Context: an optimization exercise on an open-source flow, tuned for small area. The choices shown serve that exercise and are no tape-out recipe.
Function was checked by simulation only, so behaviour that the tests miss may differ from the original.
No activity file was given, so power comes from the tool's default toggle rates.

==> inputs of 09-27 <==
==> flow/design.v <==
module rca #(parameter W = 8) (
    input  [W-1:0] a,
    input  [W-1:0] b,
    input          ci,
    output [W-1:0] s
);
    wire [W:0] c;
    assign c[0] = ci;
    genvar i;
    generate
        for (i = 0; i < W; i = i + 1) begin : g
            assign s[i]   = a[i] ^ b[i] ^ c[i];
            assign c[i+1] = (a[i] & b[i]) | (c[i] & (a[i] ^ b[i]));
        end
    endgenerate
endmodule
module inc #(parameter W = 8) (
    input  [W-1:0] a,
    input          ci,
    output [W-1:0] s
);
    wire [W:0] c;
    assign c[0] = ci;
    genvar i;
    generate
        for (i = 0; i < W; i = i + 1) begin : g
            assign s[i]   = a[i] ^ c[i];
            assign c[i+1] = a[i] & c[i];
        end
    endgenerate
endmodule
module csa #(parameter W = 8) (
    input  [W-1:0] a,
    input  [W-1:0] b,
    input  [W-1:0] c,
    output [W-1:0] s,
    output [W-1:0] y
);
    wire [W-1:0] m = (a & b) | (a & c) | (b & c);
    assign s = a ^ b ^ c;
    assign y = {m[W-2:0], 1'b0};
endmodule
module pop16half (
    input  [15:0] x,
    output [2:0]  h
);
    wire [4:0] s1, c1;
    genvar i;
    generate
        for (i = 0; i < 5; i = i + 1) begin : g
            assign s1[i] = x[3*i] ^ x[3*i+1] ^ x[3*i+2];
            assign c1[i] = (x[3*i] & x[3*i+1]) | (x[3*i] & x[3*i+2]) | (x[3*i+1] & x[3*i+2]);
        end
    endgenerate
    wire a0 = s1[0] ^ s1[1] ^ s1[2];
    wire a1 = (s1[0] & s1[1]) | (s1[0] & s1[2]) | (s1[1] & s1[2]);
    wire b0 = s1[3] ^ s1[4] ^ x[15];
    wire b1 = (s1[3] & s1[4]) | (s1[3] & x[15]) | (s1[4] & x[15]);
    wire w1c = a0 & b0;                  
    wire d0 = c1[0] ^ c1[1] ^ c1[2];
    wire d1 = (c1[0] & c1[1]) | (c1[0] & c1[2]) | (c1[1] & c1[2]);
    wire e0 = c1[3] ^ c1[4] ^ a1;
    wire e1 = (c1[3] & c1[4]) | (c1[3] & a1) | (c1[4] & a1);
    wire f0 = b1 ^ w1c ^ d0;
    wire f1 = (b1 & w1c) | (b1 & d0) | (w1c & d0);
    wire g0 = e0 ^ f0;
    wire g1 = e0 & f0;
    wire k0 = d1 ^ e1 ^ f1;
    wire k1 = (d1 & e1) | (d1 & f1) | (e1 & f1);
    assign h[0] = g0;
    assign h[1] = k0 ^ g1;
    assign h[2] = k1 ^ (k0 & g1);
endmodule
module IDPManager(
    input clk,
    input rst_n,
    output MEM_REQ,
    output [31:0] MEM_ADDR,
    output [3:0] MEM_CMD,
    input  [31:0] MEM_DIN,
    input  MEM_VLD,
    input  MEM_FIN,
    input  MEM_IDP_SEL,
    input  pxMem_WR_RDY,
    output pxMem_WR_VLD,
    input  pxMem_GRANT,
    output pxMem_WR_REQ,
    output [19:0] pxMem_Addr,
    output [3:0] pxMem_burst,
    output [15:0] pxMem_out,
    output [19:0] track_din,
    output track_write,
    input  IDP_START,
    output IDP_STATUS,
    input  [31:0] CFG_READ_START_ADDR,
    input  [8:0] CFG_WIDTH,
    input  [8:0] CFG_HEIGHT,
    input  [9:0] CFG_NUM_FMAP
);
    localparam S_IDLE      = 5'd0;
    localparam S_LOAD_CFG  = 5'd1;
    localparam S_SM_GNT    = 5'd2;
    localparam S_SM_CMD    = 5'd3;
    localparam S_SM_WAIT   = 5'd4;
    localparam S_SM_WRT    = 5'd5;
    localparam S_HAM       = 5'd6;    
    localparam S_PX_GNT    = 5'd9;
    localparam S_PX_CMD    = 5'd10;
    localparam S_PX_WAIT   = 5'd11;
    localparam S_PX_WRT    = 5'd12;
    localparam S_MOVE      = 5'd13;
    localparam S_DEC       = 5'd14;
    localparam S_CPY_GNT   = 5'd15;
    localparam S_CPY_CMD   = 5'd16;
    localparam S_BURST     = 5'd17;
    localparam S_CALC_COL  = 5'd18;
    localparam S_CHK_ROW   = 5'd19;
    localparam S_SET_ROW   = 5'd20;
    localparam S_CHK_NEXT  = 5'd21;
    localparam S_FINISH    = 5'd22;
    reg [4:0] state, next_state;
    reg [31:0] ext_addr;
    reg [19:0] pxm_addr;
    reg [9:0]  cur_idx;
    reg [4:0]  cur_col;     
    reg [8:0]  cur_row;
    reg [15:0] cur_SM;
    reg [3:0]  cnt;
    reg [15:0] BUFFER [0:15];
    reg [3:0]  head;
    reg [2:0]  tail;        
    reg [4:0]  bcnt;
    wire [15:0] bout = BUFFER[head];
    wire bempty = (bcnt == 5'd0);
    wire bfull  = (bcnt[4] == 1'b1);      
    wire st_burst = (state == S_BURST);
    wire bwrite = (state == S_PX_WRT) & ~bfull;
    wire bread  = ((st_burst & cur_SM[15]) | (state == S_CHK_NEXT)) & ~bempty;
    always @(posedge clk) begin
        if (bwrite) begin
            BUFFER[{tail, 1'b0}] <= MEM_DIN[31:16];
            BUFFER[{tail, 1'b1}] <= MEM_DIN[15:0];
        end
    end
    always @(posedge clk, negedge rst_n) begin
        if (~rst_n) begin
            head <= 4'd0;
            tail <= 3'd0;
            bcnt <= 5'd0;
        end else begin
            if (bwrite) begin
                tail <= tail + 1'b1;
                bcnt <= bcnt + 5'd2;
            end else if (bread) begin
                head <= head + 1'b1;
                bcnt <= bcnt - 1'b1;
            end
        end
    end
    wire [2:0] half;
    pop16half u_pop (.x(cur_SM), .h(half));
    assign IDP_STATUS   = (state != S_IDLE);
    assign MEM_REQ      = (state == S_SM_GNT) | (state == S_SM_CMD) | (state == S_PX_GNT) |
                          (state == S_PX_CMD) | (state == S_PX_WAIT);
    assign MEM_CMD      = {1'b0, ((state == S_PX_GNT) | (state == S_PX_CMD)) ? half : 3'd0};
    assign MEM_ADDR     = ext_addr;
    assign pxMem_WR_REQ = (state == S_CPY_GNT) | (state == S_CPY_CMD) | st_burst;
    assign pxMem_WR_VLD = st_burst;
    assign pxMem_Addr   = pxm_addr;
    assign pxMem_burst  = 4'd15;
    assign pxMem_out    = cur_SM[15] ? bout : 16'd0;
    assign track_write  = (state == S_SET_ROW);
    wire [5:0]  nseg;
    inc #(6) u_nseg (.a({1'b0, CFG_WIDTH[8:4]}), .ci(CFG_WIDTH[3:0] != 4'd0), .s(nseg));
    wire [15:0] N16 = {6'd0, CFG_NUM_FMAP};
    wire [15:0] r0 = ~pxm_addr[19:4];
    wire [15:0] r1 = N16 & {16{nseg[0]}};
    wire [15:0] r2 = (N16 << 1) & {16{nseg[1]}};
    wire [15:0] r3 = (N16 << 2) & {16{nseg[2]}};
    wire [15:0] r4 = (N16 << 3) & {16{nseg[3]}};
    wire [15:0] r5 = ((N16 << 4) & {16{nseg[4]}}) | ((N16 << 5) & {16{nseg[5]}});
    wire [15:0] s1a, y1a, s1b, y1b, s2, y2, s3, y3, tsum;
    csa #(16) u_c1a (.a(r0), .b(r1), .c(r2), .s(s1a), .y(y1a));
    csa #(16) u_c1b (.a(r3), .b(r4), .c(r5), .s(s1b), .y(y1b));
    csa #(16) u_c2  (.a(s1a), .b(y1a), .c(s1b), .s(s2), .y(y2));
    csa #(16) u_c3  (.a(s2), .b(y2), .c(y1b), .s(s3), .y(y3));
    rca #(16) u_tr  (.a(s3), .b(y3), .ci(1'b0), .s(tsum));
    assign track_din = {~tsum, pxm_addr[3:0]};
    wire [4:0] col_inc;
    inc #(5) u_col (.a(cur_col), .ci(1'b1), .s(col_inc));
    wire col_wrap = ({(cur_col == 5'd31), col_inc} >= nseg);
    always @(*) begin
        next_state = state;
        case (state)
            S_IDLE:     if (IDP_START) next_state = S_LOAD_CFG;
            S_LOAD_CFG: next_state = S_SM_GNT;
            S_SM_GNT:   if (MEM_IDP_SEL) next_state = S_SM_CMD;
            S_SM_CMD:   next_state = S_SM_WAIT;
            S_SM_WAIT:  if (MEM_VLD) next_state = S_SM_WRT;
            S_SM_WRT:   if (MEM_FIN) next_state = S_HAM;
            S_HAM:      if (cnt == 4'd15) next_state = S_PX_GNT;
            S_PX_GNT:   if (MEM_IDP_SEL) next_state = S_PX_CMD;
            S_PX_CMD:   next_state = S_PX_WAIT;
            S_PX_WAIT:  if (MEM_VLD) next_state = S_PX_WRT;
            S_PX_WRT:   if (MEM_FIN) next_state = cur_SM[15] ? S_DEC : S_MOVE;
            S_MOVE: begin
                if (cur_SM[15]) next_state = S_DEC;
                else if (cnt == 4'd15) next_state = S_CPY_GNT;
            end
            S_DEC: begin
                if (cnt == 4'd15) next_state = S_CPY_GNT;
                else if (~cur_SM[14]) next_state = S_MOVE;
            end
            S_CPY_GNT:  if (pxMem_GRANT) next_state = S_CPY_CMD;
            S_CPY_CMD:  next_state = S_BURST;
            S_BURST:    if (pxm_addr[3:0] == 4'd15) next_state = S_CALC_COL;
            S_CALC_COL: next_state = S_CHK_ROW;
            S_CHK_ROW:  next_state = (CFG_NUM_FMAP == cur_idx) ? S_SET_ROW : S_CHK_NEXT;
            S_SET_ROW:  next_state = S_CHK_NEXT;
            S_CHK_NEXT: begin
                if (CFG_HEIGHT == cur_row) next_state = S_FINISH;
                else if (~bempty) next_state = S_HAM;
                else next_state = S_SM_GNT;
            end
            S_FINISH:   next_state = S_IDLE;
            default:    next_state = 5'bxxxxx;
        endcase
    end
    wire st_smwrt = (state == S_SM_WRT);
    wire st_pxcmd = (state == S_PX_CMD);
    wire [31:0] ext_next;
    assign ext_next[0] = ext_addr[0];
    assign ext_next[1] = ext_addr[1] ^ st_smwrt;
    wire c2 = (st_smwrt & ext_addr[1]) | st_pxcmd;
    wire [2:0] f = half & {3{st_pxcmd}};
    wire [3:0] lo_sum;
    rca #(3) u_elo (.a(ext_addr[4:2]), .b(f), .ci(c2), .s(lo_sum[2:0]));
    assign lo_sum[3] = (ext_addr[4] & f[2]) | ((ext_addr[4] ^ f[2]) &
                       ((ext_addr[3] & f[1]) | ((ext_addr[3] ^ f[1]) &
                       ((ext_addr[2] & f[0]) | ((ext_addr[2] ^ f[0]) & c2)))));
    assign ext_next[4:2] = lo_sum[2:0];
    inc #(27) u_ehi (.a(ext_addr[31:5]), .ci(lo_sum[3]), .s(ext_next[31:5]));
    wire [19:0] pxm_next;
    inc #(20) u_pxm (.a(pxm_addr), .ci(st_burst), .s(pxm_next));
    wire rot = st_burst | (state == S_DEC) | ((state == S_MOVE) & ~cur_SM[15]);
    always @(posedge clk, negedge rst_n) begin
        if (~rst_n) begin
            state    <= S_IDLE;
            ext_addr <= 32'd0;
            pxm_addr <= 20'd0;
        end else begin
            state <= next_state;
            ext_addr <= (state == S_LOAD_CFG) ? CFG_READ_START_ADDR : ext_next;
            pxm_addr <= (state == S_LOAD_CFG) ? 20'd0 : pxm_next;
        end
    end
    wire [9:0] idx_inc;
    wire [8:0] row_inc;
    wire [3:0] cnt_inc;
    inc #(10) u_idx (.a(cur_idx), .ci(1'b1), .s(idx_inc));
    inc #(9)  u_row (.a(cur_row), .ci(1'b1), .s(row_inc));
    inc #(4)  u_cnt (.a(cnt), .ci(1'b1), .s(cnt_inc));
    always @(posedge clk) begin
        if (state == S_LOAD_CFG) begin
            cur_idx <= 10'd0;
            cur_col <= 5'd0;
            cur_row <= 9'd0;
        end else if (state == S_CALC_COL) begin
            if (col_wrap) begin
                cur_idx <= idx_inc;
                cur_col <= 5'd0;
            end else
                cur_col <= col_inc;
        end else if (state == S_SET_ROW) begin
            cur_idx <= 10'd0;
            cur_row <= row_inc;
        end
        if (state == S_SM_WRT) cur_SM <= MEM_DIN[31:16];
        else if ((state == S_CHK_NEXT) & ~bempty) cur_SM <= bout;
        else if (rot) cur_SM <= {cur_SM[14:0], cur_SM[15]};
        if ((state == S_SM_WRT) | (state == S_CHK_NEXT)) cnt <= 4'd9;
        else if ((state == S_HAM) | (state == S_DEC) | ((state == S_MOVE) & ~cur_SM[15]))
            cnt <= cnt_inc;
    end
endmodule
==> flow/run.sh <==
#!/bin/bash
# synth_recipe.tcl (not shown) runs the flow's synth.tcl, then flattens the netlist and writes it again
# the make line also repeats each setting of config.mk as NAME=value (left out here)
make -C /OpenROAD-flow-scripts/flow DESIGN_CONFIG=/design/flow/config.mk WORK_HOME=/design/flow/orfs CLKGATE_MAP_FILE= SYNTH_SCRIPT=/design/flow/synth_recipe.tcl finish
==> flow/config.mk <==
export PLATFORM = sky130hd
export DESIGN_NAME = IDPManager
export DESIGN_NICKNAME = IDPManager
export VERILOG_FILES = /design/flow/design.v
export SDC_FILE = /design/flow/constraint.sdc
export NUM_CORES = 4
export LEC_CHECK = 0
export CAP_MARGIN = 20
export CORE_MARGIN = 2
export CORE_UTILIZATION = 40
export SLEW_MARGIN = 20
==> flow/constraint.sdc <==
create_clock -name core_clock -period 16.0 [get_ports {clk}]
set_input_delay 3.2000 -clock core_clock [delete_from_list [all_inputs] [get_ports {clk}]]
set_output_delay 3.2000 -clock core_clock [all_outputs]
set_load 0.01 [all_outputs]
==> 01-23: changes against 09-27 <==
==> flow/design.v, changed modules only <==
module dec #(parameter W = 8) (
    input  [W-1:0] a,
    input          bi,
    output [W-1:0] s
);
    wire [W:0] b;
    assign b[0] = bi;
    genvar i;
    generate
        for (i = 0; i < W; i = i + 1) begin : g
            assign s[i]   = a[i] ^ b[i];
            assign b[i+1] = ~a[i] & b[i];
        end
    endgenerate
endmodule
module geq #(parameter W = 8) (
    input  [W-1:0] a,
    input  [W-1:0] b,
    output         ge
);
    wire [W:0] c;
    assign c[0] = 1'b1;
    genvar i;
    generate
        for (i = 0; i < W; i = i + 1) begin : g
            assign c[i+1] = (a[i] & ~b[i]) | (c[i] & (a[i] | ~b[i]));
        end
    endgenerate
    assign ge = c[W];
endmodule
module IDPManager(
    input clk,
    input rst_n,
    output MEM_REQ,
    output [31:0] MEM_ADDR,
    output [3:0] MEM_CMD,
    input  [31:0] MEM_DIN,
    input  MEM_VLD,
    input  MEM_FIN,
    input  MEM_IDP_SEL,
    input  pxMem_WR_RDY,
    output pxMem_WR_VLD,
    input  pxMem_GRANT,
    output pxMem_WR_REQ,
    output [19:0] pxMem_Addr,
    output [3:0] pxMem_burst,
    output [15:0] pxMem_out,
    output [19:0] track_din,
    output track_write,
    input  IDP_START,
    output IDP_STATUS,
    input  [31:0] CFG_READ_START_ADDR,
    input  [8:0] CFG_WIDTH,
    input  [8:0] CFG_HEIGHT,
    input  [9:0] CFG_NUM_FMAP
);
    localparam S_IDLE = 5'd0;
    localparam S_LOAD_CFG = 5'd1;
    localparam S_SM_GNT = 5'd4;
    localparam S_SM_CMD = 5'd5;
    localparam S_SM_WAIT = 5'd6;
    localparam S_SM_WRT = 5'd7;
    localparam S_HAM = 5'd3;    
    localparam S_PX_GNT = 5'd8;
    localparam S_PX_CMD = 5'd9;
    localparam S_PX_WAIT = 5'd10;
    localparam S_PX_WRT = 5'd11;
    localparam S_MOVE = 5'd12;
    localparam S_DEC = 5'd13;
    localparam S_CPY_GNT = 5'd16;
    localparam S_CPY_CMD = 5'd17;
    localparam S_BURST = 5'd18;
    localparam S_CALC_COL = 5'd20;
    localparam S_CHK_ROW = 5'd21;
    localparam S_SET_ROW = 5'd22;
    localparam S_CHK_NEXT = 5'd23;
    localparam S_FINISH = 5'd2;
    reg [4:0] state, next_state;
    reg [31:0] ext_addr;
    reg [19:0] pxm_addr;
    reg [9:0]  cur_idx;     
    reg [4:0]  cur_col;     
    reg [8:0]  cur_row;     
    reg [15:0] cur_SM;
    reg [3:0]  cnt;
    reg [15:0] BUFFER [0:15];
    reg [2:0]  tail;        
    reg [4:0]  bcnt;
    reg [3:0]  hlo, hhi;    
    wire [15:0] hoh = {{4{hhi[3]}} & hlo, {4{hhi[2]}} & hlo, {4{hhi[1]}} & hlo, {4{hhi[0]}} & hlo};
    reg [15:0] bout;
    integer k;
    always @(*) begin
        bout = 16'd0;
        for (k = 0; k < 16; k = k + 1) bout = bout | (BUFFER[k] & {16{hoh[k]}});
    end
    wire bempty = (bcnt == 5'd0);
    wire bfull  = (bcnt[4] == 1'b1);      
    wire st_burst = (state == S_BURST);
    wire bwrite = (state == S_PX_WRT) & ~bfull;
    wire bread  = ((st_burst & cur_SM[15]) | (state == S_CHK_NEXT)) & ~bempty;
    wire [2:0] tail_inc;
    wire [3:0] bcnt_up;
    wire [4:0] bcnt_dn;
    inc #(3) u_tail (.a(tail), .ci(1'b1), .s(tail_inc));
    inc #(4) u_bup (.a(bcnt[4:1]), .ci(1'b1), .s(bcnt_up));
    dec #(5) u_bdn (.a(bcnt), .bi(1'b1), .s(bcnt_dn));
    always @(posedge clk) begin
        if (bwrite) begin
            BUFFER[{tail, 1'b0}] <= MEM_DIN[31:16];
            BUFFER[{tail, 1'b1}] <= MEM_DIN[15:0];
        end
    end
    always @(posedge clk, negedge rst_n) begin
        if (~rst_n) begin
            hlo <= 4'd1;
            hhi <= 4'd1;
            tail <= 3'd0;
            bcnt <= 5'd0;
        end else begin
            if (bwrite) begin
                tail <= tail_inc;
                bcnt <= {bcnt_up, bcnt[0]};
            end else if (bread) begin
                hlo <= {hlo[2:0], hlo[3]};
                if (hlo[3]) hhi <= {hhi[2:0], hhi[3]};
                bcnt <= bcnt_dn;
            end
        end
    end
    wire [2:0] half;
    pop16half u_pop (.x(cur_SM), .h(half));
    assign IDP_STATUS   = (state != S_IDLE);
    assign MEM_REQ      = (state == S_SM_GNT) | (state == S_SM_CMD) | (state == S_PX_GNT) |
                          (state == S_PX_CMD) | (state == S_PX_WAIT);
    assign MEM_CMD      = {1'b0, ((state == S_PX_GNT) | (state == S_PX_CMD)) ? half : 3'd0};
    assign MEM_ADDR     = ext_addr;
    assign pxMem_WR_REQ = (state == S_CPY_GNT) | (state == S_CPY_CMD) | st_burst;
    assign pxMem_WR_VLD = st_burst;
    assign pxMem_Addr   = pxm_addr;
    assign pxMem_burst  = 4'd15;
    assign pxMem_out    = cur_SM[15] ? bout : 16'd0;
    assign track_write  = (state == S_SET_ROW);
    wire [5:0]  nseg;
    inc #(6) u_nseg (.a({1'b0, CFG_WIDTH[8:4]}), .ci(CFG_WIDTH[3:0] != 4'd0), .s(nseg));
    wire [15:0] N16 = {6'd0, CFG_NUM_FMAP};
    wire [15:0] r0 = ~pxm_addr[19:4];
    wire [15:0] r1 = N16 & {16{nseg[0]}};
    wire [15:0] r2 = (N16 << 1) & {16{nseg[1]}};
    wire [15:0] r3 = (N16 << 2) & {16{nseg[2]}};
    wire [15:0] r4 = (N16 << 3) & {16{nseg[3]}};
    wire [15:0] r5 = ((N16 << 4) & {16{nseg[4]}}) | ((N16 << 5) & {16{nseg[5]}});
    wire [15:0] s1a, y1a, s1b, y1b, s2, y2, s3, y3, tsum;
    csa #(16) u_c1a (.a(r0), .b(r1), .c(r2), .s(s1a), .y(y1a));
    csa #(16) u_c1b (.a(r3), .b(r4), .c(r5), .s(s1b), .y(y1b));
    csa #(16) u_c2  (.a(s1a), .b(y1a), .c(s1b), .s(s2), .y(y2));
    csa #(16) u_c3  (.a(s2), .b(y2), .c(y1b), .s(s3), .y(y3));
    rca #(16) u_tr  (.a(s3), .b(y3), .ci(1'b0), .s(tsum));
    assign track_din = {~tsum, pxm_addr[3:0]};
    wire [4:0] col_inc;
    inc #(5) u_col (.a(cur_col), .ci(1'b1), .s(col_inc));
    wire col_ge;
    geq #(5) u_colge (.a(cur_col), .b(CFG_WIDTH[8:4]), .ge(col_ge));
    wire col_wrap = col_ge | ((col_inc == CFG_WIDTH[8:4]) & (CFG_WIDTH[3:0] == 4'd0));
    always @(*) begin
        next_state = state;
        case (state)
            S_IDLE:     if (IDP_START) next_state = S_LOAD_CFG;
            S_LOAD_CFG: next_state = S_SM_GNT;
            S_SM_GNT:   if (MEM_IDP_SEL) next_state = S_SM_CMD;
            S_SM_CMD:   next_state = S_SM_WAIT;
            S_SM_WAIT:  if (MEM_VLD) next_state = S_SM_WRT;
            S_SM_WRT:   if (MEM_FIN) next_state = S_HAM;
            S_HAM:      if (cnt == 4'd15) next_state = S_PX_GNT;
            S_PX_GNT:   if (MEM_IDP_SEL) next_state = S_PX_CMD;
            S_PX_CMD:   next_state = S_PX_WAIT;
            S_PX_WAIT:  if (MEM_VLD) next_state = S_PX_WRT;
            S_PX_WRT:   if (MEM_FIN) next_state = cur_SM[15] ? S_DEC : S_MOVE;
            S_MOVE: begin
                if (cur_SM[15]) next_state = S_DEC;
                else if (cnt == 4'd15) next_state = S_CPY_GNT;
            end
            S_DEC: begin
                if (cnt == 4'd15) next_state = S_CPY_GNT;
                else if (~cur_SM[14]) next_state = S_MOVE;
            end
            S_CPY_GNT:  if (pxMem_GRANT) next_state = S_CPY_CMD;
            S_CPY_CMD:  next_state = S_BURST;
            S_BURST:    if (pxm_addr[3:0] == 4'd15) next_state = S_CALC_COL;
            S_CALC_COL: next_state = S_CHK_ROW;
            S_CHK_ROW:  next_state = (&cur_idx) ? S_SET_ROW : S_CHK_NEXT;
            S_SET_ROW:  next_state = S_CHK_NEXT;
            S_CHK_NEXT: begin
                if (&cur_row) next_state = S_FINISH;
                else if (~bempty) next_state = S_HAM;
                else next_state = S_SM_GNT;
            end
            S_FINISH:   next_state = S_IDLE;
            default:    next_state = 5'bxxxxx;
        endcase
    end
    wire st_smwrt = (state == S_SM_WRT);
    wire st_pxcmd = (state == S_PX_CMD);
    wire [31:0] ext_next;
    assign ext_next[0] = ext_addr[0];
    assign ext_next[1] = ext_addr[1] ^ st_smwrt;
    wire c2 = (st_smwrt & ext_addr[1]) | st_pxcmd;
    wire [2:0] f = half & {3{st_pxcmd}};
    wire [3:0] lo_sum;
    rca #(3) u_elo (.a(ext_addr[4:2]), .b(f), .ci(c2), .s(lo_sum[2:0]));
    assign lo_sum[3] = (ext_addr[4] & f[2]) | ((ext_addr[4] ^ f[2]) &
                       ((ext_addr[3] & f[1]) | ((ext_addr[3] ^ f[1]) &
                       ((ext_addr[2] & f[0]) | ((ext_addr[2] ^ f[0]) & c2)))));
    assign ext_next[4:2] = lo_sum[2:0];
    inc #(27) u_ehi (.a(ext_addr[31:5]), .ci(lo_sum[3]), .s(ext_next[31:5]));
    wire [19:0] pxm_next;
    inc #(20) u_pxm (.a(pxm_addr), .ci(st_burst), .s(pxm_next));
    wire rot = st_burst | (state == S_DEC) | ((state == S_MOVE) & ~cur_SM[15]) |
               (state == S_CALC_COL) | (state == S_CHK_ROW) | (state == S_SET_ROW) |
               (state == S_IDLE) | (state == S_LOAD_CFG) | (state == S_FINISH);
    always @(posedge clk, negedge rst_n) begin
        if (~rst_n) begin
            state    <= S_IDLE;
            ext_addr <= 32'd0;
            pxm_addr <= 20'd0;
        end else begin
            state <= next_state;
            ext_addr <= (state == S_LOAD_CFG) ? CFG_READ_START_ADDR : ext_next;
            pxm_addr <= (state == S_LOAD_CFG) ? 20'd0 : pxm_next;
        end
    end
    wire [9:0] idx_inc;
    wire [8:0] row_inc;
    wire [3:0] cnt_inc;
    inc #(10) u_idx (.a(cur_idx), .ci(1'b1), .s(idx_inc));
    inc #(9)  u_row (.a(cur_row), .ci(1'b1), .s(row_inc));
    inc #(4)  u_cnt (.a(cnt), .ci(1'b1), .s(cnt_inc));
    always @(posedge clk) begin
        if (state == S_LOAD_CFG) begin
            cur_idx <= ~CFG_NUM_FMAP;
            cur_col <= 5'd0;
            cur_row <= ~CFG_HEIGHT;
        end else if (state == S_CALC_COL) begin
            if (col_wrap) begin
                cur_idx <= idx_inc;
                cur_col <= 5'd0;
            end else
                cur_col <= col_inc;
        end else if (state == S_SET_ROW) begin
            cur_idx <= ~CFG_NUM_FMAP;
            cur_row <= row_inc;
        end
        if (state[4:2] == 3'b001) cur_SM <= MEM_DIN[31:16];
        else if (state == S_CHK_NEXT) cur_SM <= bout;
        else if (rot) cur_SM <= {cur_SM[14:0], cur_SM[15]};
        if ((state[4:2] == 3'b001) | (state == S_CHK_NEXT)) cnt <= 4'd9;
        else if ((state == S_HAM) | (state == S_DEC) | ((state == S_MOVE) & ~cur_SM[15]))
            cnt <= cnt_inc;
    end
endmodule
==> flow/flow/run.sh (new file) <==
#!/bin/bash
# The standard layout (standard synthesis, floorplan, power grid, placement,
# CTS, routing), with two changes: port buffers use the smallest buffer cell,
# and CTS uses small clock buffers without dummy loads.
set -euo pipefail
bash standard.sh \
  "BUFFER_PORTS_ARGS=-buffer_cell sky130_fd_sc_hd__buf_1" \
  "CTS_ARGS=-sink_clustering_enable -repair_clock_nets -buf_list {sky130_fd_sc_hd__clkbuf_4} -sink_clustering_size 10 -sink_clustering_max_diameter 40 -dont_use_dummy_load" \
  finish > flow_make.log 2>&1
==> flow/standard.sh (new file) <==
#!/bin/bash
# synth_recipe.tcl (not shown) runs the flow's synth.tcl, then flattens the netlist and writes it again
# the make line also repeats each setting of config.mk as NAME=value (left out here)
make -C /OpenROAD-flow-scripts/flow DESIGN_CONFIG=/design/flow/config.mk WORK_HOME=/design/flow/orfs CLKGATE_MAP_FILE= SYNTH_SCRIPT=/design/flow/synth_recipe.tcl "${@:-finish}"
==> flow/config.mk (replaced) <==
export PLATFORM = sky130hd
export DESIGN_NAME = IDPManager
export DESIGN_NICKNAME = IDPManager
export VERILOG_FILES = /design/flow/design.v
export SDC_FILE = /design/flow/constraint.sdc
export NUM_CORES = 4
export LEC_CHECK = 0
export CAP_MARGIN = 0
export CORE_MARGIN = 2
export CORE_UTILIZATION = 60
export PLACE_DENSITY = 0.7
export SLEW_MARGIN = 0
removed: flow/run.sh
==> summary of the runs <==
- Of 09-27 and 01-23, 01-23 has the higher count of clock-buffer cells in the layout (gap 5).
- Of 01-23 and 09-27, 01-23 has the higher worst setup slack (gap 540 ps).
- Between 01-23 and 09-27, the lower total power is in 01-23 (gap about 11%, measured against 09-27).
- Against 01-23, the sequential share of layout area of 09-27 is lower by 9.2 points.
- In 01-23 the design area is lower than in 09-27, by 14%.
- In 09-27 the first-iteration DRC count is smaller than in 01-23, by about 50%.
- Against 09-27, the critical path depth of 01-23 is higher by 3.
- Non-clock buffer count: 09-27 is higher than 01-23 (1).
- Flip-flop and latch count: 09-27 is lower than 01-23 (4).
==> figures <==
Worst hold margin: 09-27 468 ps; 01-23 480 ps
Net switching fraction of the power: 09-27 30.8%; 01-23 36.9%
ClkCell Share: 09-27 6.08%; 01-23 2.03%
Share of the final layout cell area in multi-input gates: 09-27 33.0%; 01-23 33.1%
Last element of the critical path: 09-27 track_din[18]; 01-23 track_din[19]
Count of buffers not belonging to the clock network in the layout: 09-27 214; 01-23 213
Share of synthesized flip-flops with an asynchronous set or reset: 09-27 18.7%; 01-23 19.6%
Share of post-route cells with drive strength above 1: 09-27 13.1%; 01-23 6.12%
Clk power: 09-27 0.955 mW; 01-23 0.445 mW
Number of standard cells after synthesis: 09-27 1348; 01-23 1368
Number of non-clock inverters in the layout: 09-27 90; 01-23 95
Result of the run: 09-27 no timing/DRC/antenna violations; 01-23 no timing/DRC/antenna violations
Final-layout clock buffer total: 09-27 47; 01-23 52
Arrival time reported for the critical path endpoint: 09-27 12410 ps; 01-23 11870 ps
Starting Density: 09-27 40.7%; 01-23 60.4%
Part of the Yosys area used for sequential elements: 09-27 56.4%; 01-23 60.5%
Critical path buffer and inverter count: 09-27 3; 01-23 4
Finished layout cell area: 09-27 22400 µm²; 01-23 19200 µm²
Area taken by flip-flops and latches: 09-27 10500 µm²; 01-23 10800 µm²

-- afterwards: timing with drivers on the ports --
Ports are ideal in the flow. The routed layouts listed here were re-timed in OpenROAD.
Step 1 sets driving cells, clkbuf_16 on the clock port and buf_2 on the other inputs (assumed; they add their load-dependent delay and slew).
Step 2, shift: input delay + t, output delay - t, t = (earliest + latest rising clock arrival at the registers) / 2. This alone moves slack from input paths to output paths.
a / b / c = ideal ports / drivers / drivers and shift; a / b = the first two.
run	t, ns	setup WS [ns]	latest minus earliest clock arrival (ns)
09-27	0.611	0.392 / 0.368 / 0.368	0.031 / 0.032
01-23	0.741	0.929 / 0.909 / 0.909	0.110 / 0.110
After both steps every run listed still meets setup and hold. The setup slack of 09-27, which loses most, moves by -0.024 ns with the drivers and by -0.024 ns with both steps.
